This design comes from an exercise in tuning for small area on the open sky130 flow, not from production work.
No run shown here included a check of the RTL's function; only the layout flow was run.
Power and IR drop assume default switching activity.

==> design/flow/design.v <==
`timescale 1ns/1ps
module font8x8_basic (
    input  wire [7:0] char_code,    
    input  wire [2:0] row,          
    output reg  [7:0] row_bits      
);
    always @* begin
        row_bits = 8'b0000_0000;
        case (char_code)
            "0": begin
                case (row)
                    3'd1: row_bits = 8'b0011_1100;
                    3'd2: row_bits = 8'b0100_0010;
                    3'd3: row_bits = 8'b0100_0010;
                    3'd4: row_bits = 8'b0100_0010;
                    3'd5: row_bits = 8'b0100_0010;
                    3'd6: row_bits = 8'b0011_1100;
                    default: ;
                endcase
            end
            "1": begin
                case (row)
                    3'd1: row_bits = 8'b0001_1000;
                    3'd2: row_bits = 8'b0010_1000;
                    3'd3: row_bits = 8'b0000_1000;
                    3'd4: row_bits = 8'b0000_1000;
                    3'd5: row_bits = 8'b0000_1000;
                    3'd6: row_bits = 8'b0011_1110;
                    default: ;
                endcase
            end
            "2": begin
                case (row)
                    3'd1: row_bits = 8'b0011_1100;
                    3'd2: row_bits = 8'b0100_0010;
                    3'd3: row_bits = 8'b0000_0100;
                    3'd4: row_bits = 8'b0000_1000;
                    3'd5: row_bits = 8'b0001_0000;
                    3'd6: row_bits = 8'b0111_1110;
                    default: ;
                endcase
            end
            "3": begin
                case (row)
                    3'd1: row_bits = 8'b0011_1100;
                    3'd2: row_bits = 8'b0100_0010;
                    3'd3: row_bits = 8'b0000_1100;
                    3'd4: row_bits = 8'b0000_1100;
                    3'd5: row_bits = 8'b0100_0010;
                    3'd6: row_bits = 8'b0011_1100;
                    default: ;
                endcase
            end
            "5": begin
                case (row)
                    3'd1: row_bits = 8'b0111_1110;
                    3'd2: row_bits = 8'b0100_0000;
                    3'd3: row_bits = 8'b0111_1100;
                    3'd4: row_bits = 8'b0000_0010;
                    3'd5: row_bits = 8'b0100_0010;
                    3'd6: row_bits = 8'b0011_1100;
                    default: ;
                endcase
            end
            "6": begin
                case (row)
                    3'd1: row_bits = 8'b0011_1100;
                    3'd2: row_bits = 8'b0100_0000;
                    3'd3: row_bits = 8'b0111_1100;
                    3'd4: row_bits = 8'b0100_0010;
                    3'd5: row_bits = 8'b0100_0010;
                    3'd6: row_bits = 8'b0011_1100;
                    default: ;
                endcase
            end
            "7": begin
                case (row)
                    3'd1: row_bits = 8'b0111_1110;
                    3'd2: row_bits = 8'b0000_0010;
                    3'd3: row_bits = 8'b0000_0100;
                    3'd4: row_bits = 8'b0000_1000;
                    3'd5: row_bits = 8'b0001_0000;
                    3'd6: row_bits = 8'b0001_0000;
                    default: ;
                endcase
            end
            "8": begin
                case (row)
                    3'd1: row_bits = 8'b0011_1100;
                    3'd2: row_bits = 8'b0100_0010;
                    3'd3: row_bits = 8'b0011_1100;
                    3'd4: row_bits = 8'b0100_0010;
                    3'd5: row_bits = 8'b0100_0010;
                    3'd6: row_bits = 8'b0011_1100;
                    default: ;
                endcase
            end
            "9": begin
                case (row)
                    3'd1: row_bits = 8'b0011_1100;
                    3'd2: row_bits = 8'b0100_0010;
                    3'd3: row_bits = 8'b0100_0010;
                    3'd4: row_bits = 8'b0011_1110;
                    3'd5: row_bits = 8'b0000_0010;
                    3'd6: row_bits = 8'b0011_1100;
                    default: ;
                endcase
            end
            "T": begin
                case (row)
                    3'd1: row_bits = 8'b0111_1110;
                    3'd2: row_bits = 8'b0001_1000;
                    3'd3: row_bits = 8'b0001_1000;
                    3'd4: row_bits = 8'b0001_1000;
                    3'd5: row_bits = 8'b0001_1000;
                    3'd6: row_bits = 8'b0001_1000;
                    default: ;
                endcase
            end
            "E": begin
                case (row)
                    3'd1: row_bits = 8'b0111_1110;
                    3'd2: row_bits = 8'b0100_0000;
                    3'd3: row_bits = 8'b0111_1100;
                    3'd4: row_bits = 8'b0100_0000;
                    3'd5: row_bits = 8'b0100_0000;
                    3'd6: row_bits = 8'b0111_1110;
                    default: ;
                endcase
            end
            "M": begin
                case (row)
                    3'd1: row_bits = 8'b0100_0010;
                    3'd2: row_bits = 8'b0110_0110;
                    3'd3: row_bits = 8'b0101_1010;
                    3'd4: row_bits = 8'b0100_0010;
                    3'd5: row_bits = 8'b0100_0010;
                    3'd6: row_bits = 8'b0100_0010;
                    default: ;
                endcase
            end
            "P": begin
                case (row)
                    3'd1: row_bits = 8'b0111_1100;
                    3'd2: row_bits = 8'b0100_0010;
                    3'd3: row_bits = 8'b0111_1100;
                    3'd4: row_bits = 8'b0100_0000;
                    3'd5: row_bits = 8'b0100_0000;
                    3'd6: row_bits = 8'b0100_0000;
                    default: ;
                endcase
            end
            "A": begin
                case (row)
                    3'd1: row_bits = 8'b0011_1100;
                    3'd2: row_bits = 8'b0100_0010;
                    3'd3: row_bits = 8'b0100_0010;
                    3'd4: row_bits = 8'b0111_1110;
                    3'd5: row_bits = 8'b0100_0010;
                    3'd6: row_bits = 8'b0100_0010;
                    default: ;
                endcase
            end
            "N": begin
                case (row)
                    3'd1: row_bits = 8'b0100_0010;
                    3'd2: row_bits = 8'b0110_0010;
                    3'd3: row_bits = 8'b0101_0010;
                    3'd4: row_bits = 8'b0100_1010;
                    3'd5: row_bits = 8'b0100_0110;
                    3'd6: row_bits = 8'b0100_0010;
                    default: ;
                endcase
            end
            "I": begin
                case (row)
                    3'd1: row_bits = 8'b0011_1100;
                    3'd2: row_bits = 8'b0001_1000;
                    3'd3: row_bits = 8'b0001_1000;
                    3'd4: row_bits = 8'b0001_1000;
                    3'd5: row_bits = 8'b0001_1000;
                    3'd6: row_bits = 8'b0011_1100;
                    default: ;
                endcase
            end
            "R": begin
                case (row)
                    3'd1: row_bits = 8'b0111_1100;
                    3'd2: row_bits = 8'b0100_0010;
                    3'd3: row_bits = 8'b0111_1100;
                    3'd4: row_bits = 8'b0100_1000;
                    3'd5: row_bits = 8'b0100_0100;
                    3'd6: row_bits = 8'b0100_0010;
                    default: ;
                endcase
            end
            "F": begin
                case (row)
                    3'd1: row_bits = 8'b0111_1110;
                    3'd2: row_bits = 8'b0100_0000;
                    3'd3: row_bits = 8'b0111_1100;
                    3'd4: row_bits = 8'b0100_0000;
                    3'd5: row_bits = 8'b0100_0000;
                    3'd6: row_bits = 8'b0100_0000;
                    default: ;
                endcase
            end
            "O": begin
                case (row)
                    3'd1: row_bits = 8'b0011_1100;
                    3'd2: row_bits = 8'b0100_0010;
                    3'd3: row_bits = 8'b0100_0010;
                    3'd4: row_bits = 8'b0100_0010;
                    3'd5: row_bits = 8'b0100_0010;
                    3'd6: row_bits = 8'b0011_1100;
                    default: ;
                endcase
            end
            "S": begin
                case (row)
                    3'd1: row_bits = 8'b0011_1110;
                    3'd2: row_bits = 8'b0100_0000;
                    3'd3: row_bits = 8'b0011_1100;
                    3'd4: row_bits = 8'b0000_0010;
                    3'd5: row_bits = 8'b0000_0010;
                    3'd6: row_bits = 8'b0111_1100;
                    default: ;
                endcase
            end
            "V": begin
                case (row)
                    3'd1: row_bits = 8'b0100_0010;
                    3'd2: row_bits = 8'b0100_0010;
                    3'd3: row_bits = 8'b0100_0010;
                    3'd4: row_bits = 8'b0010_0100;
                    3'd5: row_bits = 8'b0010_0100;
                    3'd6: row_bits = 8'b0001_1000;
                    default: ;
                endcase
            end
            "Y": begin
                case (row)
                    3'd1: row_bits = 8'b0100_0010;
                    3'd2: row_bits = 8'b0010_0100;
                    3'd3: row_bits = 8'b0001_1000;
                    3'd4: row_bits = 8'b0001_1000;
                    3'd5: row_bits = 8'b0001_1000;
                    3'd6: row_bits = 8'b0001_1000;
                    default: ;
                endcase
            end
           "4": begin
                case (row)
                    3'd1: row_bits = 8'b0000_1100;
                    3'd2: row_bits = 8'b0001_0100;
                    3'd3: row_bits = 8'b0010_0100;
                    3'd4: row_bits = 8'b0111_1110;
                    3'd5: row_bits = 8'b0000_0100;
                    3'd6: row_bits = 8'b0000_0100;
                    default: ;
                endcase
            end
            " ": begin
            end
            default: begin
            end
        endcase
    end
endmodule
`timescale 1ns/1ps
module vga_char_glyph #(
    parameter integer CH_W = 8,
    parameter integer CH_H = 8
)(
    input  wire       clk_pix,
    input  wire       rst_pix,
    input  wire [9:0] hcount,        
    input  wire [9:0] vcount,
    input  wire       active_video,  
    input  wire [9:0] x0,            
    input  wire [9:0] y0,            
    input  wire [7:0] char_code,     
    output reg        pixel_on       
);
    wire in_box =
        active_video &&
        (hcount >= x0) && (hcount < x0 + CH_W) &&
        (vcount >= y0) && (vcount < y0 + CH_H);
    wire [9:0] rel_x = hcount - x0;
    wire [9:0] rel_y = vcount - y0;
    wire [2:0] col = rel_x[2:0];    
    wire [2:0] row = rel_y[2:0];    
    wire [7:0] row_bits;
    font8x8_basic u_font (
        .char_code(char_code),
        .row      (row),
        .row_bits (row_bits)
    );
    wire font_bit = row_bits[7 - col];
    always @(posedge clk_pix) begin
        if (rst_pix) begin
            pixel_on <= 1'b0;
        end else begin
            pixel_on <= in_box && font_bit;
        end
    end
endmodule
`timescale 1ns/1ps
module vga_status_overlay #(
    parameter signed [15:0] TEMP_Q15_COLD = 16'sd4096,
    parameter signed [15:0] TEMP_Q15_HOT  = 16'sd16384
)(
    input  wire        pix_clk,
    input  wire        rst,
    input  wire [9:0]  hcount,
    input  wire [9:0]  vcount,
    input  wire        active_video,
    input  wire        frame_tick,
    input  wire [11:0] rgb_bg,
    input  wire  signed [15:0] sample_q15,
    input  wire  signed [15:0] duty_q15,
    input  wire         fan_temp_on,
    input  wire         fan_manual_on,
    input  wire         fan_pir_on,
    input  wire         fan_on,
    input  wire [7:0]   uart_tx_byte,
    input  wire         uart_tx_vld,
    input  wire         byte_accepted,
    input  wire  signed [15:0] theta_q15,
    input  wire         pir_active,
    input  wire         pir_rise,
    input  wire  signed [15:0] enc_pos,
    input  wire                enc_step_pulse,
    input  wire                enc_dir,
    input  wire        sw_temp_en,
    input  wire        sw_manual_en,
    input  wire        sw_pir_en,
    output reg  [11:0] rgb_out
);
    wire [9:0] h = hcount;
    wire [9:0] v = vcount;
    reg rst_q, rst_qq;
    always @(posedge pix_clk) begin
        rst_q  <= rst;
        rst_qq <= rst_q;
    end
    wire s1_clr = rst_q | rst_qq;         
    wire ld     = frame_tick & ~rst;      
    wire ld_v   = ld & ~s1_clr;           
    reg [6:0]  st_s0, st_s1;       
    reg [15:0] smp_s0, smp_s1;
    reg [8:0]  dty_s0;             
    reg [7:0]  dty_s1;             
    reg        dty_s1_neg;
    reg [15:0] th_s0;
    reg [8:0]  th_s1;              
    reg        th_s1_neg;
    reg [7:0]  txb_s0, txb_s1;
    reg [4:0]  ev_s0, ev_s1;       
    reg        dir_s0, dir_s1;
    reg [15:0] enc_s0, enc_s1;
    reg [17:0] th_y;
    reg [8:0]  th_deg;
    reg        th_c, th_a;
    integer    tci;
    always @* begin
        th_c = 1'b0;
        for (tci = 0; tci < 18; tci = tci + 1) begin
            th_a = (tci >= 2 && tci < 17) ? th_s0[tci-2] : 1'b0;
            th_y[tci] = (tci < 15 ? th_s0[tci] : 1'b0) ^ th_a ^ th_c;
            th_c = ((tci < 15 ? th_s0[tci] : 1'b0) & th_a) |
                   (th_c & ((tci < 15 ? th_s0[tci] : 1'b0) ^ th_a));
        end
        th_c = 1'b0;
        for (tci = 3; tci < 12; tci = tci + 1)
            th_c = (th_y[tci] & th_y[tci-3]) | (th_c & (th_y[tci] ^ th_y[tci-3]));
        for (tci = 12; tci < 21; tci = tci + 1) begin
            th_a = (tci < 18) ? th_y[tci] : 1'b0;
            th_deg[tci-12] = th_a ^ th_y[tci-3] ^ th_c;
            th_c = (th_a & th_y[tci-3]) | (th_c & (th_a ^ th_y[tci-3]));
        end
    end
    always @(posedge pix_clk) begin
        st_s0  <= {fan_temp_on, fan_manual_on, fan_pir_on, fan_on,
                   sw_temp_en, sw_manual_en, sw_pir_en};
        st_s1  <= st_s0;
        smp_s0 <= sample_q15;
        smp_s1 <= smp_s0;
        dty_s0 <= duty_q15[15:7];
        dty_s1 <= dty_s0[7:0];
        dty_s1_neg <= dty_s0[8];
        th_s0  <= theta_q15;
        th_s1  <= th_deg;
        th_s1_neg <= th_s0[15];
        txb_s0 <= uart_tx_byte;
        txb_s1 <= txb_s0;
        ev_s0  <= {uart_tx_vld, byte_accepted, pir_rise, enc_step_pulse, pir_active};
        ev_s1  <= ev_s0;
        dir_s0 <= enc_dir;
        dir_s1 <= dir_s0;
        enc_s0 <= enc_pos;
        enc_s1 <= enc_s0;
    end
    wire [4:0] ev = ev_s1 & {5{~s1_clr}};    
    wire tx_vld_sync = ev[4];
    wire ba_sync     = ev[3];
    wire pir_rise_s1 = ev[2];
    wire enc_step_s1 = ev[1];
    wire pir_act_s1  = ev[0];
    reg [3:0] ev_prev;    
    always @(posedge pix_clk)
        ev_prev <= ev[4:1];
    wire tx_vld_rise = tx_vld_sync & ~ev_prev[3];
    wire ba_rise     = ba_sync     & ~ev_prev[2];
    wire pir_rise_px = pir_rise_s1 & ~ev_prev[1];
    wire enc_step_px = enc_step_s1 & ~ev_prev[0];
    reg [6:0] st_pix;
    reg [7:0] temp_code;       
    reg [7:0] temp_h;          
    reg [7:0] duty_pix;        
    reg [8:0] deg;             
    wire [15:0] smp = smp_s1;
    wire        smp_lo = smp[15] | (smp[15:12] == 4'd0) |
                         (smp[15:0] == 16'd4096);
    wire        smp_hi = (smp[15:14] != 2'b00);
    wire [13:0] t_delta = {smp[13] ~^ smp[12], ~smp[12], smp[11:0]};   
    reg  [8:0]  t_q128;
    reg         t_c, t_a;
    integer     tqi;
    always @* begin
        t_c = 1'b0;
        for (tqi = 2; tqi < 7; tqi = tqi + 1)
            t_c = (t_delta[tqi] & t_delta[tqi-2]) | (t_c & (t_delta[tqi] ^ t_delta[tqi-2]));
        for (tqi = 7; tqi < 16; tqi = tqi + 1) begin
            t_a = (tqi < 14) ? t_delta[tqi] : 1'b0;
            t_q128[tqi-7] = t_a ^ t_delta[tqi-2] ^ t_c;
            t_c = (t_a & t_delta[tqi-2]) | (t_c & (t_a ^ t_delta[tqi-2]));
        end
    end
    reg  [7:0]  t_div3;
    reg  [1:0]  t_rem;
    reg  [2:0]  t_x;
    integer     ti;
    always @* begin
        t_rem = 2'd0;
        t_div3 = 8'd0;
        for (ti = 8; ti >= 0; ti = ti - 1) begin
            t_x = {t_rem, t_q128[ti]};
            case (t_x)
                3'd0: begin t_rem = 2'd0; if (ti < 8) t_div3[ti] = 1'b0; end
                3'd1: begin t_rem = 2'd1; if (ti < 8) t_div3[ti] = 1'b0; end
                3'd2: begin t_rem = 2'd2; if (ti < 8) t_div3[ti] = 1'b0; end
                3'd3: begin t_rem = 2'd0; if (ti < 8) t_div3[ti] = 1'b1; end
                3'd4: begin t_rem = 2'd1; if (ti < 8) t_div3[ti] = 1'b1; end
                default: begin t_rem = 2'd2; if (ti < 8) t_div3[ti] = 1'b1; end
            endcase
        end
    end
    wire [7:0]  t_height = smp_lo ? 8'd0 : smp_hi ? 8'd159 : t_div3;
    always @(posedge pix_clk) begin
        if (rst) begin
            st_pix    <= 7'd0;
            temp_code <= 8'd0;
            temp_h    <= 8'd0;
            duty_pix  <= 8'd0;
            deg       <= 9'd0;
        end else if (frame_tick) begin
            st_pix    <= s1_clr ? 7'd0 : st_s1;
            temp_code <= s1_clr ? 8'd0 : smp[15:8];
            temp_h    <= s1_clr ? 8'd0 : t_height;
            duty_pix  <= (s1_clr | dty_s1_neg) ? 8'd0 : dty_s1;
            deg       <= (s1_clr | th_s1_neg) ? 9'd0 : th_s1;
        end
    end
    wire fan_temp_pix   = st_pix[6];
    wire fan_manual_pix = st_pix[5];
    wire fan_pir_pix    = st_pix[4];
    wire fan_on_pix     = st_pix[3];
    wire sw_temp_pix    = st_pix[2];
    wire sw_manual_pix  = st_pix[1];
    wire sw_pir_pix     = st_pix[0];
    reg [7:0] rot_h;           
    reg       enc_chg_d1, enc_chg;
    reg       enc_dir_pix;
    reg [7:0] enc_h10;
    reg       enc_c, enc_a;
    integer   ei;
    always @* begin
        enc_c = enc_s1[15] & (enc_s1[7:0] == 8'd0);
        for (ei = 0; ei < 8; ei = ei + 1) begin
            enc_a = enc_s1[8+ei] ^ enc_s1[15];
            enc_h10[ei] = enc_a ^ enc_c ^ ((8'd10 >> ei) & 1'b1);
            enc_c = ((8'd10 >> ei) & 1'b1) ? (enc_a | enc_c) : (enc_a & enc_c);
        end
    end
    always @(posedge pix_clk) begin
        rot_h       <= (rst | s1_clr) ? 8'd10 : enc_h10;
        enc_dir_pix <= (rst | s1_clr) ? 1'b0 : dir_s1;
        enc_chg_d1  <= (rst | rst_q) ? 1'b0 :
                       rst_qq ? (enc_s0 != 16'd0) : (enc_s0 != enc_s1);
        enc_chg     <= rst ? 1'b0 : enc_chg_d1;
    end
    reg [5:0] pir_cnt;  reg pir_nz;
    reg [5:0] rot_cnt;  reg rot_nz;
    reg [7:0] ul;        
    reg [15:0] ucount;
    reg [7:0]  uart_acc;
    localparam [7:0] UL_SEED = 8'h01;
    function [7:0] ul_step;    
        input [7:0] s;
        ul_step = {s[6:0], s[7] ^ s[5] ^ s[4] ^ s[3]};
    endfunction
    localparam [7:0] UL_LAST = 8'h80;    
    always @(posedge pix_clk) begin
        if (rst) begin
            pir_cnt <= 6'd0; pir_nz <= 1'b0;
            rot_cnt <= 6'd0; rot_nz <= 1'b0;
            ul      <= 8'd0;
            ucount  <= 16'd0;
            uart_acc <= 8'd0;
        end else begin
            if (pir_rise_px) begin
                pir_cnt <= 6'd63; pir_nz <= 1'b1;
            end else if (frame_tick && pir_nz)
                pir_cnt <= pir_cnt - 6'd1;
            if (enc_chg || enc_step_px) begin
                rot_cnt <= 6'd63; rot_nz <= 1'b1;
            end else if (frame_tick && rot_nz)
                rot_cnt <= rot_cnt - 6'd1;
            if (tx_vld_rise)
                ul <= UL_SEED;
            else if (frame_tick && ul != 8'd0)
                ul <= (ul == UL_LAST) ? 8'd0 : ul_step(ul);
            if (ba_rise) begin
                ucount   <= ucount + 16'd1;
                uart_acc <= txb_s1;
            end
        end
    end
    function [7:0] font8;
        input [4:0] c;
        input [2:0] r;
        begin
            case ({c, r})
                {5'd1, 3'd1}: font8 = 8'b00111100;  
                {5'd1, 3'd2}: font8 = 8'b01000010;  
                {5'd1, 3'd3}: font8 = 8'b01000010;  
                {5'd1, 3'd4}: font8 = 8'b01000010;  
                {5'd1, 3'd5}: font8 = 8'b01000010;  
                {5'd1, 3'd6}: font8 = 8'b00111100;  
                {5'd2, 3'd1}: font8 = 8'b01111110;  
                {5'd2, 3'd2}: font8 = 8'b01000000;  
                {5'd2, 3'd3}: font8 = 8'b01111100;  
                {5'd2, 3'd4}: font8 = 8'b00000010;  
                {5'd2, 3'd5}: font8 = 8'b01000010;  
                {5'd2, 3'd6}: font8 = 8'b00111100;  
                {5'd3, 3'd1}: font8 = 8'b00111100;  
                {5'd3, 3'd2}: font8 = 8'b01000000;  
                {5'd3, 3'd3}: font8 = 8'b01111100;  
                {5'd3, 3'd4}: font8 = 8'b01000010;  
                {5'd3, 3'd5}: font8 = 8'b01000010;  
                {5'd3, 3'd6}: font8 = 8'b00111100;  
                {5'd4, 3'd1}: font8 = 8'b01111110;  
                {5'd4, 3'd2}: font8 = 8'b00000010;  
                {5'd4, 3'd3}: font8 = 8'b00000100;  
                {5'd4, 3'd4}: font8 = 8'b00001000;  
                {5'd4, 3'd5}: font8 = 8'b00010000;  
                {5'd4, 3'd6}: font8 = 8'b00010000;  
                {5'd5, 3'd1}: font8 = 8'b00111100;  
                {5'd5, 3'd2}: font8 = 8'b01000010;  
                {5'd5, 3'd3}: font8 = 8'b01000010;  
                {5'd5, 3'd4}: font8 = 8'b00111110;  
                {5'd5, 3'd5}: font8 = 8'b00000010;  
                {5'd5, 3'd6}: font8 = 8'b00111100;  
                {5'd6, 3'd1}: font8 = 8'b00111100;  
                {5'd6, 3'd2}: font8 = 8'b01000010;  
                {5'd6, 3'd3}: font8 = 8'b01000010;  
                {5'd6, 3'd4}: font8 = 8'b01111110;  
                {5'd6, 3'd5}: font8 = 8'b01000010;  
                {5'd6, 3'd6}: font8 = 8'b01000010;  
                {5'd7, 3'd1}: font8 = 8'b01111110;  
                {5'd7, 3'd2}: font8 = 8'b01000000;  
                {5'd7, 3'd3}: font8 = 8'b01111100;  
                {5'd7, 3'd4}: font8 = 8'b01000000;  
                {5'd7, 3'd5}: font8 = 8'b01000000;  
                {5'd7, 3'd6}: font8 = 8'b01111110;  
                {5'd8, 3'd1}: font8 = 8'b01111110;  
                {5'd8, 3'd2}: font8 = 8'b01000000;  
                {5'd8, 3'd3}: font8 = 8'b01111100;  
                {5'd8, 3'd4}: font8 = 8'b01000000;  
                {5'd8, 3'd5}: font8 = 8'b01000000;  
                {5'd8, 3'd6}: font8 = 8'b01000000;  
                {5'd9, 3'd1}: font8 = 8'b00111100;  
                {5'd9, 3'd2}: font8 = 8'b00011000;  
                {5'd9, 3'd3}: font8 = 8'b00011000;  
                {5'd9, 3'd4}: font8 = 8'b00011000;  
                {5'd9, 3'd5}: font8 = 8'b00011000;  
                {5'd9, 3'd6}: font8 = 8'b00111100;  
                {5'd10, 3'd1}: font8 = 8'b01000010;  
                {5'd10, 3'd2}: font8 = 8'b01100110;  
                {5'd10, 3'd3}: font8 = 8'b01011010;  
                {5'd10, 3'd4}: font8 = 8'b01000010;  
                {5'd10, 3'd5}: font8 = 8'b01000010;  
                {5'd10, 3'd6}: font8 = 8'b01000010;  
                {5'd11, 3'd1}: font8 = 8'b01000010;  
                {5'd11, 3'd2}: font8 = 8'b01100010;  
                {5'd11, 3'd3}: font8 = 8'b01010010;  
                {5'd11, 3'd4}: font8 = 8'b01001010;  
                {5'd11, 3'd5}: font8 = 8'b01000110;  
                {5'd11, 3'd6}: font8 = 8'b01000010;  
                {5'd12, 3'd1}: font8 = 8'b00111100;  
                {5'd12, 3'd2}: font8 = 8'b01000010;  
                {5'd12, 3'd3}: font8 = 8'b01000010;  
                {5'd12, 3'd4}: font8 = 8'b01000010;  
                {5'd12, 3'd5}: font8 = 8'b01000010;  
                {5'd12, 3'd6}: font8 = 8'b00111100;  
                {5'd13, 3'd1}: font8 = 8'b01111100;  
                {5'd13, 3'd2}: font8 = 8'b01000010;  
                {5'd13, 3'd3}: font8 = 8'b01111100;  
                {5'd13, 3'd4}: font8 = 8'b01000000;  
                {5'd13, 3'd5}: font8 = 8'b01000000;  
                {5'd13, 3'd6}: font8 = 8'b01000000;  
                {5'd14, 3'd1}: font8 = 8'b01111100;  
                {5'd14, 3'd2}: font8 = 8'b01000010;  
                {5'd14, 3'd3}: font8 = 8'b01111100;  
                {5'd14, 3'd4}: font8 = 8'b01001000;  
                {5'd14, 3'd5}: font8 = 8'b01000100;  
                {5'd14, 3'd6}: font8 = 8'b01000010;  
                {5'd15, 3'd1}: font8 = 8'b00111110;  
                {5'd15, 3'd2}: font8 = 8'b01000000;  
                {5'd15, 3'd3}: font8 = 8'b00111100;  
                {5'd15, 3'd4}: font8 = 8'b00000010;  
                {5'd15, 3'd5}: font8 = 8'b00000010;  
                {5'd15, 3'd6}: font8 = 8'b01111100;  
                {5'd16, 3'd1}: font8 = 8'b01111110;  
                {5'd16, 3'd2}: font8 = 8'b00011000;  
                {5'd16, 3'd3}: font8 = 8'b00011000;  
                {5'd16, 3'd4}: font8 = 8'b00011000;  
                {5'd16, 3'd5}: font8 = 8'b00011000;  
                {5'd16, 3'd6}: font8 = 8'b00011000;  
                {5'd17, 3'd1}: font8 = 8'b01000010;  
                {5'd17, 3'd2}: font8 = 8'b01000010;  
                {5'd17, 3'd3}: font8 = 8'b01000010;  
                {5'd17, 3'd4}: font8 = 8'b00100100;  
                {5'd17, 3'd5}: font8 = 8'b00100100;  
                {5'd17, 3'd6}: font8 = 8'b00011000;  
                {5'd18, 3'd1}: font8 = 8'b01000010;  
                {5'd18, 3'd2}: font8 = 8'b00100100;  
                {5'd18, 3'd3}: font8 = 8'b00011000;  
                {5'd18, 3'd4}: font8 = 8'b00011000;  
                {5'd18, 3'd5}: font8 = 8'b00011000;  
                {5'd18, 3'd6}: font8 = 8'b00011000;  
                default: font8 = 8'd0;
            endcase
        end
    endfunction
    function [4:0] leg_char;
        input [7:0] q;
        case (q)
            8'd87: leg_char = 5'd16;
            8'd88: leg_char = 5'd16;
            8'd89: leg_char = 5'd12;
            8'd90: leg_char = 5'd12;
            8'd91: leg_char = 5'd8;
            8'd92: leg_char = 5'd8;
            8'd107: leg_char = 5'd16;
            8'd108: leg_char = 5'd16;
            8'd109: leg_char = 5'd10;
            8'd110: leg_char = 5'd10;
            8'd111: leg_char = 5'd13;
            8'd112: leg_char = 5'd13;
            8'd127: leg_char = 5'd15;
            8'd128: leg_char = 5'd15;
            8'd129: leg_char = 5'd14;
            8'd130: leg_char = 5'd14;
            8'd131: leg_char = 5'd17;
            8'd132: leg_char = 5'd17;
            8'd147: leg_char = 5'd15;
            8'd148: leg_char = 5'd15;
            8'd149: leg_char = 5'd18;
            8'd150: leg_char = 5'd18;
            8'd151: leg_char = 5'd15;
            8'd152: leg_char = 5'd15;
            default: leg_char = 5'd0;
        endcase
    endfunction
    function [4:0] fan_char;
        input [6:0] q;
        case (q)
            7'd41: fan_char = 5'd10;
            7'd42: fan_char = 5'd6;
            7'd43: fan_char = 5'd11;
            7'd51: fan_char = 5'd16;
            7'd52: fan_char = 5'd7;
            7'd53: fan_char = 5'd10;
            7'd54: fan_char = 5'd13;
            7'd61: fan_char = 5'd13;
            7'd62: fan_char = 5'd9;
            7'd63: fan_char = 5'd14;
            7'd71: fan_char = 5'd8;
            7'd72: fan_char = 5'd6;
            7'd73: fan_char = 5'd11;
            default: fan_char = 5'd0;
        endcase
    endfunction
    function [4:0] t60_char;
        input [6:0] q;
        case (q)
            7'd57: t60_char = 5'd3;
            7'd58: t60_char = 5'd1;
            7'd59: t60_char = 5'd8;
            default: t60_char = 5'd0;
        endcase
    endfunction
    function [4:0] t75_char;
        input [6:0] q;
        case (q)
            7'd57: t75_char = 5'd4;
            7'd58: t75_char = 5'd2;
            7'd59: t75_char = 5'd8;
            default: t75_char = 5'd0;
        endcase
    endfunction
    function [4:0] t90_char;
        input [6:0] q;
        case (q)
            7'd57: t90_char = 5'd5;
            7'd58: t90_char = 5'd1;
            7'd59: t90_char = 5'd8;
            default: t90_char = 5'd0;
        endcase
    endfunction
    function ge10;    
        input [9:0] a;
        input [9:0] b;
        integer i;
        reg r;
        begin
            r = 1'b1;
            for (i = 0; i < 10; i = i + 1)
                r = b[i] ? (a[i] & r) : (a[i] | r);
            ge10 = r;
        end
    endfunction
    function inr;     
        input [9:0] a;
        input [9:0] lo;
        input [9:0] hi;
        inr = ge10(a, lo) & ge10(hi, a);
    endfunction
    wire in_leg_txt = inr(v, 10'd20, 10'd27);
    wire in_fan_txt = inr(v, 10'd40, 10'd47);
    wire in_t60     = inr(v, 10'd432, 10'd439);
    wire in_t75     = inr(v, 10'd358, 10'd365);
    wire in_t90     = inr(v, 10'd285, 10'd292);
    wire [4:0] tch = (in_leg_txt ? leg_char(h[9:2]) : 5'd0) |
                     (in_fan_txt ? fan_char(h[9:3]) : 5'd0) |
                     (in_t60     ? t60_char(h[9:3]) : 5'd0) |
                     (in_t75     ? t75_char(h[9:3]) : 5'd0) |
                     (in_t90     ? t90_char(h[9:3]) : 5'd0);
    wire [2:0] trow = v[2:0] - (in_leg_txt ? 3'd4 : in_t75 ? 3'd6 : in_t90 ? 3'd5 : 3'd0);
    wire [2:0] tcol = {h[2] ^ in_leg_txt, h[1:0]};
    wire [7:0] tbits = font8(tch, trow);
    wire       tpix  = active_video & tbits[~tcol];
    reg text_q, tick_q;
    always @(posedge pix_clk) begin
        if (rst) begin
            text_q <= 1'b0;
            tick_q <= 1'b0;
        end else begin
            text_q <= tpix & (in_leg_txt | in_fan_txt);
            tick_q <= tpix & (in_t60 | in_t75 | in_t90);
        end
    end
    wire vb_td = inr(v, 10'd429, 10'd435);
    wire box_t = vb_td && inr(h, 10'd488, 10'd504);
    wire box_d = vb_td && inr(h, 10'd568, 10'd584);
    wire box_h = inr(v, 10'd132, 10'd138) && inr(h, 10'd328, 10'd344);
    wire box_u = inr(v, 10'd114, 10'd120) && inr(h, 10'd388, 10'd410);
    wire [6:0] pct = ge10({3'd0, duty_pix[7:1]}, 10'd101) ? 7'd100 : duty_pix[7:1];
    wire [8:0] dval = box_t ? {1'b0, temp_code} :
                      box_d ? {2'b00, pct} : deg;
    function [3:0] add3;
        input [3:0] x;
        case (x)
            4'd5: add3 = 4'd8;
            4'd6: add3 = 4'd9;
            4'd7: add3 = 4'd10;
            4'd8: add3 = 4'd11;
            4'd9: add3 = 4'd12;
            default: add3 = x;
        endcase
    endfunction
    reg [11:0] bcd;
    integer bi;
    always @* begin
        bcd = 12'd0;
        for (bi = 8; bi >= 0; bi = bi - 1) begin
            bcd = {add3(bcd[11:8]), add3(bcd[7:4]), add3(bcd[3:0])};
            bcd = {bcd[10:0], dval[bi]};
        end
    end
    wire [4:0] xw = h[4:0] - (box_u ? 5'd4 : box_d ? 5'd24 : 5'd8);
    reg [1:0] didx;
    reg [2:0] dcol;
    always @* begin
        case (xw)
            5'd0, 5'd1, 5'd2, 5'd3, 5'd4, 5'd5:       didx = 2'd0;
            5'd6, 5'd7, 5'd8, 5'd9, 5'd10, 5'd11:     didx = 2'd1;
            5'd12, 5'd13, 5'd14, 5'd15, 5'd16, 5'd17: didx = 2'd2;
            default:                                  didx = 2'd3;
        endcase
        case (xw)
            5'd0, 5'd6, 5'd12, 5'd18: dcol = 3'd0;
            5'd1, 5'd7, 5'd13, 5'd19: dcol = 3'd1;
            5'd2, 5'd8, 5'd14, 5'd20: dcol = 3'd2;
            5'd3, 5'd9, 5'd15, 5'd21: dcol = 3'd3;
            5'd4, 5'd10, 5'd16, 5'd22: dcol = 3'd4;
            default:                  dcol = 3'd5;
        endcase
    end
    wire [2:0] drow = v[2:0] - (box_u ? 3'd2 : box_h ? 3'd4 : 3'd5);
    reg [3:0] dsel;
    always @* begin
        if (box_u) begin
            case (didx)
                2'd0: dsel = ucount[15:12];
                2'd1: dsel = ucount[11:8];
                2'd2: dsel = ucount[7:4];
                default: dsel = ucount[3:0];
            endcase
        end else begin
            case (didx)
                2'd0: dsel = bcd[11:8];
                2'd1: dsel = bcd[7:4];
                default: dsel = bcd[3:0];
            endcase
        end
    end
    function [34:0] digit_5x7_bitmap;
        input [3:0] d;
        begin
            case (d)
                4'd0: digit_5x7_bitmap = 35'b01110_10001_10011_10101_11001_10001_01110;
                4'd1: digit_5x7_bitmap = 35'b00100_01100_00100_00100_00100_00100_01110;
                4'd2: digit_5x7_bitmap = 35'b01110_10001_00001_00010_00100_01000_11111;
                4'd3: digit_5x7_bitmap = 35'b01110_10001_00001_00110_00001_10001_01110;
                4'd4: digit_5x7_bitmap = 35'b00010_00110_01010_10010_11111_00010_00010;
                4'd5: digit_5x7_bitmap = 35'b11111_10000_11110_00001_00001_10001_01110;
                4'd6: digit_5x7_bitmap = 35'b00110_01000_10000_11110_10001_10001_01110;
                4'd7: digit_5x7_bitmap = 35'b11111_00001_00010_00100_01000_01000_01000;
                4'd8: digit_5x7_bitmap = 35'b01110_10001_10001_01110_10001_10001_01110;
                4'd9: digit_5x7_bitmap = 35'b01110_10001_10001_01111_00001_00010_01100;
                default: digit_5x7_bitmap = 35'd0;
            endcase
        end
    endfunction
    wire [34:0] dbits = digit_5x7_bitmap(dsel);
    reg  [4:0]  drow_bits;
    always @* begin
        case (drow)
            3'd0: drow_bits = dbits[34:30];
            3'd1: drow_bits = dbits[29:25];
            3'd2: drow_bits = dbits[24:20];
            3'd3: drow_bits = dbits[19:15];
            3'd4: drow_bits = dbits[14:10];
            3'd5: drow_bits = dbits[9:5];
            default: drow_bits = dbits[4:0];
        endcase
    end
    reg dpix;
    always @* begin
        case (dcol)
            3'd0: dpix = drow_bits[4];
            3'd1: dpix = drow_bits[3];
            3'd2: dpix = drow_bits[2];
            3'd3: dpix = drow_bits[1];
            3'd4: dpix = drow_bits[0];
            default: dpix = 1'b0;
        endcase
    end
    wire digit_on = (box_t | box_d | box_h | box_u) && dpix;
    wire in_col0 = inr(h, 10'd320, 10'd399);
    wire in_col1 = inr(h, 10'd400, 10'd479);
    wire in_col2 = inr(h, 10'd480, 10'd559);
    wire in_col3 = inr(h, 10'd560, 10'd639);
    wire in_legend = inr(v, 10'd16, 10'd27);
    wire in_fanrow = inr(v, 10'd32, 10'd63);
    wire in_statrow = inr(v, 10'd64, 10'd95);
    wire temp_cold = ~ge10({2'd0, temp_h}, 10'd53);
    wire temp_hot  = ge10({2'd0, temp_h}, 10'd106);
    wire [2:0] hp_hi = h[9:5] == 5'd15 ? 3'd0 : h[9:5] == 5'd16 ? 3'd1 :
                       h[9:5] == 5'd17 ? 3'd2 : h[9:5] == 5'd18 ? 3'd3 : 3'd4;
    wire in_pir = inr(v, 10'd96, 10'd127) && inr(h, 10'd480, 10'd639) &&
                  (pir_nz ? ge10({4'd0, pir_cnt}, {4'd0, hp_hi, h[4:2]}) : (h == 10'd480));
    wire in_ubits = inr(v, 10'd102, 10'd121) && inr(h, 10'd324, 10'd475);
    reg ubit;
    always @* begin
        if (ge10(10'd342, h)) ubit = uart_acc[7];
        else if (ge10(10'd361, h)) ubit = uart_acc[6];
        else if (ge10(10'd380, h)) ubit = uart_acc[5];
        else if (ge10(10'd399, h)) ubit = uart_acc[4];
        else if (ge10(10'd418, h)) ubit = uart_acc[3];
        else if (ge10(10'd437, h)) ubit = uart_acc[2];
        else if (ge10(10'd456, h)) ubit = uart_acc[1];
        else                   ubit = uart_acc[0];
    end
    wire segr1 = inr(v, 10'd196, 10'd205);
    wire segr2 = inr(v, 10'd206, 10'd215);
    wire segc0 = inr(h, 10'd584, 10'd591);
    wire segc1 = inr(h, 10'd595, 10'd602);
    wire segc2 = inr(h, 10'd606, 10'd613);
    wire segc3 = inr(h, 10'd617, 10'd624);
    wire in_seg = (segr1 | segr2) & (segc0 | segc1 | segc2 | segc3);
    wire [6:0] dp = duty_pix[7:1];
    wire [9:0] dpx = {3'd0, dp};
    wire seg_lit = segr1 ? (segc0 ? ge10(dpx, 10'd13) : segc1 ? ge10(dpx, 10'd25) :
                            segc2 ? ge10(dpx, 10'd38) : ge10(dpx, 10'd50))
                         : (segc0 ? ge10(dpx, 10'd63) : segc1 ? ge10(dpx, 10'd75) :
                            segc2 ? ge10(dpx, 10'd88) : ge10(dpx, 10'd100));
    reg [8:0] vu;
    reg       vu_b;
    integer   vui;
    always @* begin
        vu_b = 1'b0;
        for (vui = 0; vui < 9; vui = vui + 1) begin
            vu[vui] = v[vui] ^ vu_b ^ ((9'd440 >> vui) & 1'b1);
            vu_b = ((9'd440 >> vui) & 1'b1) ? (v[vui] & vu_b) : (v[vui] | vu_b);
        end
    end
    wire v_le440 = ge10(10'd440, v);
    wire in_tbar = inr(h, 10'd488, 10'd507) && v_le440 && ge10({2'd0, temp_h}, {1'b0, vu});
    wire in_dbar = inr(h, 10'd568, 10'd587) && v_le440 && ge10({2'd0, duty_pix}, {1'b0, vu});
    wire in_rbar = inr(h, 10'd624, 10'd639) && ge10(10'd430, v) && ge10({2'd0, rot_h}, {1'b0, vu});
    wire in_tick = inr(h, 10'd482, 10'd487) &&
                   ((v == 10'd435) || (v == 10'd436) || (v == 10'd361) ||
                    (v == 10'd362) || (v == 10'd288) || (v == 10'd289));
    wire cx_mid = inr(h, 10'd597, 10'd602);
    wire cy_mid = inr(v, 10'd141, 10'd146);
    wire comp_N = cx_mid && inr(v, 10'd133, 10'd138);
    wire comp_S = cx_mid && inr(v, 10'd149, 10'd154);
    wire comp_W = cy_mid && inr(h, 10'd589, 10'd594);
    wire comp_E = cy_mid && inr(h, 10'd605, 10'd610);
    wire comp_C = cx_mid && cy_mid;
    wire [9:0] degx = {1'b0, deg};
    wire d45 = ge10(degx, 10'd45), d135 = ge10(degx, 10'd135);
    wire d225 = ge10(degx, 10'd225), d315 = ge10(degx, 10'd315);
    wire dir_N = ~d45 | d315;
    wire dir_E = d45 & ~d135;
    wire dir_S = d135 & ~d225;
    wire dir_W = d225 & ~d315;
    wire [3:0] rl = rot_nz ? rot_cnt[5:2] : 4'd0;
    wire stat_sys_ok = fan_on_pix | pir_act_s1 | ba_sync;
    wire comp_dir = (comp_N && dir_N) || (comp_E && dir_E) ||
                    (comp_S && dir_S) || (comp_W && dir_W);
    wire comp_any = comp_N | comp_E | comp_S | comp_W | comp_C;
    wire [11:0] rot_c = enc_dir_pix ? {1'b0, rl[3:1], rl, 4'h0} : {rl, 4'h0, 1'b0, rl[3:1]};
    wire        grp_b = in_rbar | comp_any;
    wire [11:0] col_b = ({12{in_rbar}} & rot_c) |
                        ({12{comp_any}} & (comp_dir ? 12'hFFF : 12'h888));
    wire st0 = in_statrow && in_col0, st1 = in_statrow && in_col1;
    wire st2 = in_statrow && in_col2, st3 = in_statrow && in_col3;
    wire fn0 = in_fanrow && in_col0,  fn1 = in_fanrow && in_col1;
    wire fn2 = in_fanrow && in_col2,  fn3 = in_fanrow && in_col3;
    wire lg0 = in_legend && in_col0,  lg1 = in_legend && in_col1;
    wire lg2 = in_legend && in_col2,  lg3 = in_legend && in_col3;
    wire [11:0] c_tbar = temp_cold ? 12'h04F : temp_hot ? 12'hF00 : 12'h0F0;
    wire [11:0] c_seg  = seg_lit ? 12'h0F0 : 12'h060;
    wire [11:0] c_ubit = ubit ? 12'h0FF : 12'h222;
    wire [11:0] c_pir  = pir_act_s1 ? 12'h0F0 : 12'hFF0;
    wire [11:0] c_st0  = (ul != 8'd0) ? 12'h0FF : 12'h222;
    wire [11:0] c_st1  = temp_hot ? 12'hF00 : temp_cold ? 12'h00F : 12'h0F0;
    wire [11:0] c_st2  = rot_nz ? 12'h0F0 : 12'h222;
    wire [11:0] c_st3  = stat_sys_ok ? 12'hF0F : 12'h222;
    wire [11:0] c_fn0  = !sw_manual_pix ? 12'h222 : fan_manual_pix ? 12'h04F : 12'h027;
    wire [11:0] c_fn1  = !sw_temp_pix ? 12'h222 : fan_temp_pix ? 12'hF80 : 12'h630;
    wire [11:0] c_fn2  = !sw_pir_pix ? 12'h222 : fan_pir_pix ? 12'h0F0 : 12'h050;
    wire [11:0] c_fn3  = fan_on_pix ? 12'hFFF : 12'hF0F;
    wire low_any = in_tbar | in_seg | in_ubits | in_pir |
                   st0 | st1 | st2 | st3 | fn0 | fn1 | fn2 | fn3 |
                   lg0 | lg1 | lg2 | lg3;
    wire [11:0] low_c = ({12{in_tbar}}  & c_tbar) | ({12{in_seg}} & c_seg) |
                        ({12{in_ubits}} & c_ubit) | ({12{in_pir}} & c_pir) |
                        ({12{st0}} & c_st0) | ({12{st1}} & c_st1) |
                        ({12{st2}} & c_st2) | ({12{st3}} & c_st3) |
                        ({12{fn0}} & c_fn0) | ({12{fn1}} & c_fn1) |
                        ({12{fn2}} & c_fn2) | ({12{fn3}} & c_fn3) |
                        ({12{lg0}} & 12'h00F) | ({12{lg1}} & 12'h0F0) |
                        ({12{lg2}} & 12'h0FF) | ({12{lg3}} & 12'hF0F);
    wire        grp_d = digit_on | in_dbar | low_any;
    wire [11:0] col_d = digit_on ? (box_u ? 12'h0FF : 12'hFFF) :
                        in_dbar  ? {4'h0, duty_pix[7:4], 4'h0} : low_c;
    always @* begin
        if (!active_video)
            rgb_out = 12'h000;
        else if (text_q)
            rgb_out = 12'hFFF;
        else if (grp_b)
            rgb_out = col_b;
        else if (tick_q | in_tick)
            rgb_out = 12'hFFF;
        else if (grp_d)
            rgb_out = col_d;
        else
            rgb_out = rgb_bg;
    end
endmodule
==> design/flow/flow/run.sh <==
#!/bin/bash
# Layout flow: the standard ORFS flow (standard.sh) with these changes:
#  - synthesis: no adder/half-adder cell extraction (ADDER_MAP_FILE empty),
#    and an area-oriented ABC mapping script (five rounds of
#    dc2; &dch -f; &nf -a). The rest of synthesis is the standard script
#    (synth_recipe.tcl), so the registers and their names are those of the
#    standard synthesis;
#  - plain buf_1 cells as port buffers (every input and output port still
#    gets its own buffer; repair_design resizes them where needed);
#  - clock tree synthesis with clkbuf_8 cells, small clusters and no dummy
#    loads.
# Each tool's full output goes to a log file in this folder (ORFS also keeps
# its per-step logs under orfs/logs).
set -euo pipefail
here=$(pwd)
rm -rf "$here/scripts_area"
cp -r "$FLOW_HOME/scripts" "$here/scripts_area"
round='strash\ndc2\n&get -n\n&st\n&dch -f\n&nf -R 1000 -a\n&put\n'
printf "${round}${round}${round}${round}${round}topo\nstime -c\n" > "$here/scripts_area/abc_area.script"
cp "$here/scripts_area/abc_area.script" "$here/scripts_area/abc_speed.script"
SCRIPTS_DIR="$here/scripts_area" ADDER_MAP_FILE= bash standard.sh synth > flow_synth.log 2>&1
export BUFFER_PORTS_ARGS="-buffer_cell sky130_fd_sc_hd__buf_1"
export CTS_ARGS="-sink_clustering_enable -repair_clock_nets -dont_use_dummy_load -buf_list sky130_fd_sc_hd__clkbuf_8 -sink_clustering_size 12 -sink_clustering_max_diameter 60"
bash standard.sh > flow_layout.log 2>&1
==> design/flow/standard.sh <==
#!/bin/bash
# synth_recipe.tcl (not shown) runs the flow's synth.tcl, then flattens the netlist and writes it again
# the make line also repeats each setting of config.mk as NAME=value (left out here)
make -C /OpenROAD-flow-scripts/flow DESIGN_CONFIG=/design/flow/config.mk WORK_HOME=/design/flow/orfs CLKGATE_MAP_FILE= SYNTH_SCRIPT=/design/flow/synth_recipe.tcl "${@:-finish}"
==> design/flow/config.mk <==
export PLATFORM = sky130hd
export DESIGN_NAME = vga_status_overlay
export DESIGN_NICKNAME = vga_status_overlay
export VERILOG_FILES = /design/flow/design.v
export SDC_FILE = /design/flow/constraint.sdc
export NUM_CORES = 4
export LEC_CHECK = 0
export ABC_AREA = 1
export CAP_MARGIN = 20
export CORE_MARGIN = 2
export CORE_UTILIZATION = 30
export SLEW_MARGIN = 20
==> design/flow/constraint.sdc <==
create_clock -name core_clock -period 20.0 [get_ports {pix_clk}]
set_input_delay 4.0000 -clock core_clock [delete_from_list [all_inputs] [get_ports {pix_clk}]]
set_output_delay 4.0000 -clock core_clock [all_outputs]
set_load 0.01 [all_outputs]
==> flow_summary_export.csv, run 1 <==
group,metric,value,unit
status,status,"finished clean",
placement,numPortBuffers,125,
layout,drive_above_1_share,2.73,%
sta,tightest_slew,1020,ps
floorplan,die_h,212,µm
clocking,numClockSinks,255,
detailed_routing,drtIter0Drc,1107,
grt,grt_pass1_wl,63100,µm
clocking,postCtsHoldBufs,0,
floorplan,initial_core_util,30.3,%
grt,antenna_found_initial,1,
floorplan,die_x,212,µm
floorplan,io_pins,133,
yosys,synth_top_cell_by_area,"dfxtp_1",
detailed_routing,wl_per_cell,16.3,µm
floorplan,core-area,0.0430,mm²
placement,hpwlAfterDp,31300,µm
worst_setup_path,path_buf_inv,6,
detailed_routing,drc,0,
yosys,syn_nets,1813,
worst_setup_path,endpoint_kind,"output pin",
yosys,syn_area,0.0130,mm²
grt,grt_max_degree,67,
placement,numPlacedInstances,2421,
layout,post-route-util,34.4,%
floorplan,num_rows,76,
pwr,power.leakage,5.34,nW
grt,grt_pass1_vias,12000,
layout,num-nets-final,1988,
yosys,synth_edf_count,0,
yosys,ys_seq_area_share,39.2,%
sta,period_minus_slack,17890,ps
worst_setup_path,crit_type,"in -> out",
detailed_routing,ant_nets,0,
layout,area_delta_synth_final,13.5,%
yosys,netlist.area_leader.share,39.2,%
job,maxCapViolCount,0,
yosys,syn_inst,1692,
sta,fmax,55.9,MHz
yosys,synth_area_leaders,"dfxtp_1 (39%), nor2_1 (7.0%), nand2_1 (6.5%)",
clocking,cts_tree,"done",
yosys,ys_seq_elements,255,
placement,place_congestion,0.923,
worst_setup_path,required,16000,ps
clocking,cts_root_buf,"clkbuf_8",
sta,fin_skew,77.5,ps
clocking,cts_resized,0,
yosys,synthFlopType,"dfxtp_1",
worst_setup_path,cpLargestDelayFamily,"compound AO/OA/AOI/OAI gates",
clocking,cts.clk_slew.worst_paths,70,ps
min_path,hold_path_class,"reg -> reg",
grt,globalRoute.totalOverflow,0,
sta,hold_violations,0,
sta,finalSetupViolations,0,
yosys,syn_area_per_cell,7.69,µm²
worst_setup_path,cp.arrival,13890,ps
clocking,clk_latency,610,ps
pwr,vdd_drop_max,0.0546,mV
sta,slew_headroom,32.0,%
detailed_routing,routed_via_density,5.36,
yosys,async_reset_ff_share,0,%
clocking,cts_max_level,1,
sta,finalCritPeriodShare,89.5,%
yosys,synth_cell_types,60,
yosys,synth_warnings,1,
min_path,min-delay-start,"smp_s0[2]",
grt,grt_usage,17.3,%
worst_setup_path,setup.worst_path.start,"vcount[2]",
clocking,cts_buffer_depth,3,
detailed_routing,first_pass_iters,7,
layout,fin_cells,2451,
worst_setup_path,r2r_start,"smp_s1[1]",
worst_setup_path,path_max_fanout,14,
layout,final_common_cell,"dfxtp_1",
detailed_routing,num_vias,13100,
pwr,powerDensity,71.7,mW/mm²
sta,slew_viol_final,0,
sta,tns,0,ps
clocking,numCtsBuffers,29,
floorplan,die-area,0.0451,mm²
worst_setup_path,critPathLaunchType,"input port",
clocking,post_cts.repair.setup_buffers,0,
worst_setup_path,critPathMaxStageDelay,590,ps
layout,mostFrequentLayoutCells,"dfxtp_1 (255), nor2_1 (243), nand2_1 (224)",
worst_setup_path,slowest_stage,"nor2_1",
sta,rsz0062_at_grt,"false",
detailed_routing,routed_wl,40000,µm
## worst register-to-register path: cells and delay by family, from the launching register on
family / cells / cell delay [ps]
AO/OA/AOI/OAI: 12 / 2300
adder cells (fa/ha/maj): 5 / 2020
AND/OR/NAND/NOR: 6 / 610
XOR/XNOR: 2 / 470
flip-flops: 1 / 320
multiplexers: 1 / 230
buffers and inverters: 1 / 120
## Yosys cell counts (all sizes together) (11+ instances only)
master  instances
a22oi          43
o22ai          26
nor3           48
a21o           14
xor2           31
nor4           28
dfxtp         255
a21oi         136
maj3           22
nor2b          19
o211ai         14
nand3          60
nand4          11
nand2b         26
clkinv         58
mux2i          11
a31oi          40
o21ai         124
or2            15
xnor2          47
a211oi         20
and2           26
nor2          243
o21a           15
and3           23
or3            12
nand2         224
## final cells by class
class / count / area [µm²]
inverter: 58 / 218
timing repair buffer: 144 / 613
fill: 4653 / 28200
clock buffer: 29 / 399
antenna: 1 / 2.50
multi-input combinational: 1379 / 7700
tap: 585 / 732
sequential: 255 / 5100
## through the flow
| stage | area [µm²] | total power, mW | hold WS (ps) | setup slack [ps] |
|---|---|---|---|---|
| 2_1_floorplan | 13000 | 0.711 | 310 | 4620 |
| 3_3_place_gp | 14400 | 0.774 | 312 | 2460 |
| 3_5_place_dp | 14400 | 0.777 | 312 | 2430 |
| 4_1_cts | 14800 | 1.07 | 268 | 2370 |
| 5_1_grt | 14800 | 1.12 | 289 | 1030 |
| 6_report | 14800 | 1.06 | 289 | 2110 |
## power breakdown
part	internal (mW)	total, mW	leakage, nW	switching (mW)
sequential	0.539	0.560	2.12	0.0210
combinational	0.0784	0.208	3.01	0.130
clock	0.127	0.292	0.209	0.165
## routing by layer
| layer | track usage, % | up-vias | part of all wire [%] |
|---|---|---|---|
| met3 | 2.30 | 75 | 6.0 |
| met1 | 24.0 | 6110 | 46 |
| met4 | 5.40 | 2 | 2.7 |
| met5 | 0 | - | 0.032 |
| li1 | - | 6498 | - |
| met2 | 27.8 | 451 | 45 |
## state kept, by name (all words and copies together), names as in the netlist, 6 cells and up
| register | count |
|---|---|
| deg | 9 |
| dty_s0 | 9 |
| duty_pix | 8 |
| ul | 8 |
| rot_h | 8 |
| rot_cnt | 6 |
| txb_s1 | 8 |
| st_pix | 7 |
| th_s1 | 9 |
| enc_s1 | 16 |
| dty_s1 | 8 |
| smp_s0 | 16 |
| enc_s0 | 16 |
| txb_s0 | 8 |
| uart_acc | 8 |
| temp_code | 8 |
| st_s0 | 7 |
| smp_s1 | 16 |
| th_s0 | 16 |
| pir_cnt | 6 |
| temp_h | 8 |
| ucount | 16 |
| st_s1 | 7 |
## path summary, 6_finish.rpt
kind,slack (ps),cells past startpoint,end
worst max-delay path,2110,41,rgb_out[9]
worst max register to register,13810,27,temp_h[0]
worst min-delay path,290,0,smp_s1[2]
worst min register to register,290,0,smp_s1[2]
## cells by family (layout without fill, tap and decap cells)
kind of cell	Yosys count	after routing	share of synthesized area [%]
simple gates	750	750	26.2
compound gates	516	516	24.8
flops	255	255	39.2
xor+xnor	79	79	5.43
buf+inv	58	231	1.67
fa+ha+maj	22	22	1.69
mux	12	12	0.932
other cells	0	1	0
==> inputs of run 2 (changes only) <==
--- a/design/flow/flow/run.sh
+++ b/design/flow/flow/run.sh
@@ -22,3 +22,3 @@
 export BUFFER_PORTS_ARGS="-buffer_cell sky130_fd_sc_hd__buf_1"
-export CTS_ARGS="-sink_clustering_enable -repair_clock_nets -dont_use_dummy_load -buf_list sky130_fd_sc_hd__clkbuf_8 -sink_clustering_size 12 -sink_clustering_max_diameter 60"
+export CTS_ARGS="-sink_clustering_enable -repair_clock_nets -dont_use_dummy_load -buf_list sky130_fd_sc_hd__clkbuf_8 -sink_clustering_size 16 -sink_clustering_max_diameter 60"
 bash standard.sh > flow_layout.log 2>&1
--- a/design/flow/config.mk
+++ b/design/flow/config.mk
@@ -10,3 +10,3 @@
 export CORE_MARGIN = 2
-export CORE_UTILIZATION = 30
+export CORE_UTILIZATION = 40
 export SLEW_MARGIN = 20
==> run 2 against run 1 <==
- highest routed layer is now met4
- sequential share of layout area rose by 0.59 points
- largest cell class unchanged
- critical endpoint unchanged
- final cell count fell by 6.0%
- critical path type unchanged
- register-to-register slack improved by 20 ps
- wire length fell by 1.4%
- still clean on timing, DRC and antenna
==> flow_summary_export.csv, run 2 <==
group,metric,value,unit
clocking,cts_max_level,1,
pwr,vdd_drop_max,0.0595,mV
sta,hold_violations,0,
worst_setup_path,crit_type,"in -> out",
clocking,cts_resized,0,
yosys,async_reset_ff_share,0,%
grt,grt_usage,22.7,%
floorplan,die-area,0.0340,mm²
grt,globalRoute.totalOverflow,0,
floorplan,core-area,0.0323,mm²
yosys,synth_cell_types,60,
yosys,syn_area,0.0130,mm²
pwr,clkPwrFrac,25.5,%
pwr,power.leakage,5.30,nW
sta,finalCritPeriodShare,88.9,%
clocking,cts_root_buf,"clkbuf_8",
yosys,synth_edf_count,0,
clocking,cts.clk_slew.worst_paths,90,ps
placement,numPortBuffers,125,
sta,tightest_slew,1030,ps
detailed_routing,ant_nets,0,
layout,num-nets-final,1983,
sta,slew_headroom,30.4,%
yosys,syn_area_per_cell,7.69,µm²
detailed_routing,routed_wl,39500,µm
sta,tns,0,ps
sta,fin_skew,116,ps
job,maxCapViolCount,0,
floorplan,initial_core_util,40.3,%
floorplan,die_x,184,µm
layout,area_delta_synth_final,11.6,%
clocking,cts_buffer_depth,3,
pwr,power.switching,0.308,mW
grt,grt_pass1_vias,12000,
clocking,cts_tree,"done",
worst_setup_path,slowest_stage,"nor2_1",
yosys,synth_most_common_cell,"dfxtp_1",
placement,dpl_worst_slack,2560,ps
yosys,synth_area_leaders,"dfxtp_1 (39%), nor2_1 (7.0%), nand2_1 (6.5%)",
pwr,seqPwrFrac,54.1,%
worst_setup_path,critPathMaxStageDelay,760,ps
clocking,numClockSinks,255,
pwr,total_power,1.03,mW
pwr,intPower,0.723,mW
detailed_routing,first_pass_iters,7,
placement,numPlacedInstances,2278,
grt,grt_pass1_wl,61800,µm
placement,hpwlAfterDp,30400,µm
worst_setup_path,critPathLaunchType,"input port",
floorplan,io_pins,133,
yosys,ys_seq_area_share,39.2,%
sta,slew_viol_final,0,
sta,period_minus_slack,17790,ps
sta,setup_slack,2210,ps
floorplan,num_rows,66,
detailed_routing,routed_via_density,5.68,
detailed_routing,num_vias,13100,
sta,finalSetupViolations,0,
detailed_routing,drc,0,
placement,place_congestion,0.982,
clocking,postCtsHoldBufs,0,
floorplan,die_h,184,µm
pwr,power_frac_comb,20.4,%
layout,drive_above_1_share,2.47,%
layout,post-route-util,45.0,%
yosys,ys_seq_elements,255,
yosys,synth_warnings,1,
clocking,clk_latency,600,ps
clocking,post_cts.repair.setup_buffers,0,
sta,fmax,56.2,MHz
layout,fin_cells,2303,
yosys,ys_top_cells_by_count,"dfxtp_1 (255), nor2_1 (243), nand2_1 (224)",
clocking,numCtsBuffers,24,
grt,antenna_found_initial,1,
sta,rsz0062_at_grt,"false",
min_path,hold_path_class,"reg -> reg",
yosys,syn_inst,1692,
worst_setup_path,path_max_fanout,19,
detailed_routing,wl_per_cell,17.1,µm
pwr,power.share.switching,29.9,%
layout,mostFrequentLayoutCells,"dfxtp_1 (255), nor2_1 (243), nand2_1 (224)",
layout,final_common_cell,"dfxtp_1",
status,status,"finished clean",
yosys,syn_nets,1813,
worst_setup_path,required,16000,ps
yosys,netlist.area_leader.share,39.2,%
pwr,powerDensity,71.0,mW/mm²
yosys,synthFlopType,"dfxtp_1",
detailed_routing,drtIter0Drc,1129,
worst_setup_path,endpoint_kind,"output pin",
yosys,synth_top_cell_by_area,"dfxtp_1",
worst_setup_path,cp_common_cell,"nand2_1",
grt,grt_max_degree,64,
worst_setup_path,cp.arrival,13790,ps
[run 2: per-stage QoR]
stage / cell area, µm² / hold slack [ps]
floorplan: 13000 / 310
global placement: 14200 / 312
detailed placement: 14200 / 312
CTS: 14500 / 329
global route: 14500 / 333
finish: 14500 / 326
[run 2: logic make-up (layout without fill, tap and decap cells)]
kind of cell,count (synthesis),in the layout,synth area share (%)
other,0,1,0
buffers and inverters,58,226,1.67
xor gates and xnor gates,79,79,5.43
DFF,255,255,39.2
muxes,12,12,0.932
adders and majority gates,22,22,1.69
AOI/OAI and AO/OA,516,516,24.8
and+or+nand+nor,750,750,26.2
[run 2: power groups by stage]
stage	combinational [mW]	sequential, mW	clock [mW]
after floorplan	0.148	0.563	0
after global placement	0.204	0.570	0
after detailed placement	0.206	0.570	0
after CTS	0.207	0.559	0.275
after global routing	0.234	0.562	0.295
final	0.210	0.559	0.263
[run 2: worst paths after layout]
check,endpoint,startpoint,depth (start not counted),slack (ps)
worst min-delay path,st_s1[2],st_s0[2],0,330
worst max register to register,th_s1[8],th_s0[3],30,13830
worst min register to register,st_s1[2],st_s0[2],0,330
worst max-delay path,rgb_out[9],hcount[5],43,2210
[run 2: critical path, delay by kind of cell]
kind | cells | cell delay (ps)
compound gates | 21 | 5650
buf+inv | 7 | 1470
simple gates | 15 | 2610
[run 2: layout make-up]
| cell class | count | area, µm² |
|---|---|---|
| multi-input combinational | 1379 | 7700 |
| inverter | 58 | 218 |
| clock buffer | 24 | 330 |
| antenna | 1 | 2.50 |
| tap | 442 | 553 |
| timing repair buffer | 144 | 613 |
| sequential | 255 | 5100 |
| fill | 3339 | 17800 |
[run 2: metal layers]
layer / part of all wire [%] / GRT usage (%)
met1: 45 / 30.1
met2: 45 / 37.3
met3: 6.6 / 3.42
met4: 3.5 / 8.58
met5: 0 / 0

==> afterwards: timing with drivers on the ports <==
The results above use ideal ports. As a check the final layouts listed here were re-extracted and re-timed, cells and wires unchanged. Step 1 sets driving cells, clkbuf_16 on the clock port and buf_2 on the other inputs (assumed; they add their load-dependent delay and slew). Step 2 moves the port delays by t, midway between the first and last clock arrival at a register: inputs arrive t later, outputs are due t later. That takes back most of the time a late clock gives input paths. Slacks: no drivers / after step 1 / after step 2; pairs: no drivers / after step 1.
run | shift t [ns] | setup slack, ns | worst setup path after step 2 | latest minus earliest clock arrival (ns) | pins driven straight from the clock port
run 1 | 0.623 | 2.105 / 2.030 / 2.030 | input to output | 0.079 / 0.078 | 1
run 2 | 0.594 | 2.214 / 2.184 / 2.185 | input to output | 0.116 / 0.116 | 1
After both steps setup and hold are still met in every run listed. The setup slack of run 1, which loses most, moves by -0.075 ns with the drivers and by -0.075 ns with both steps.
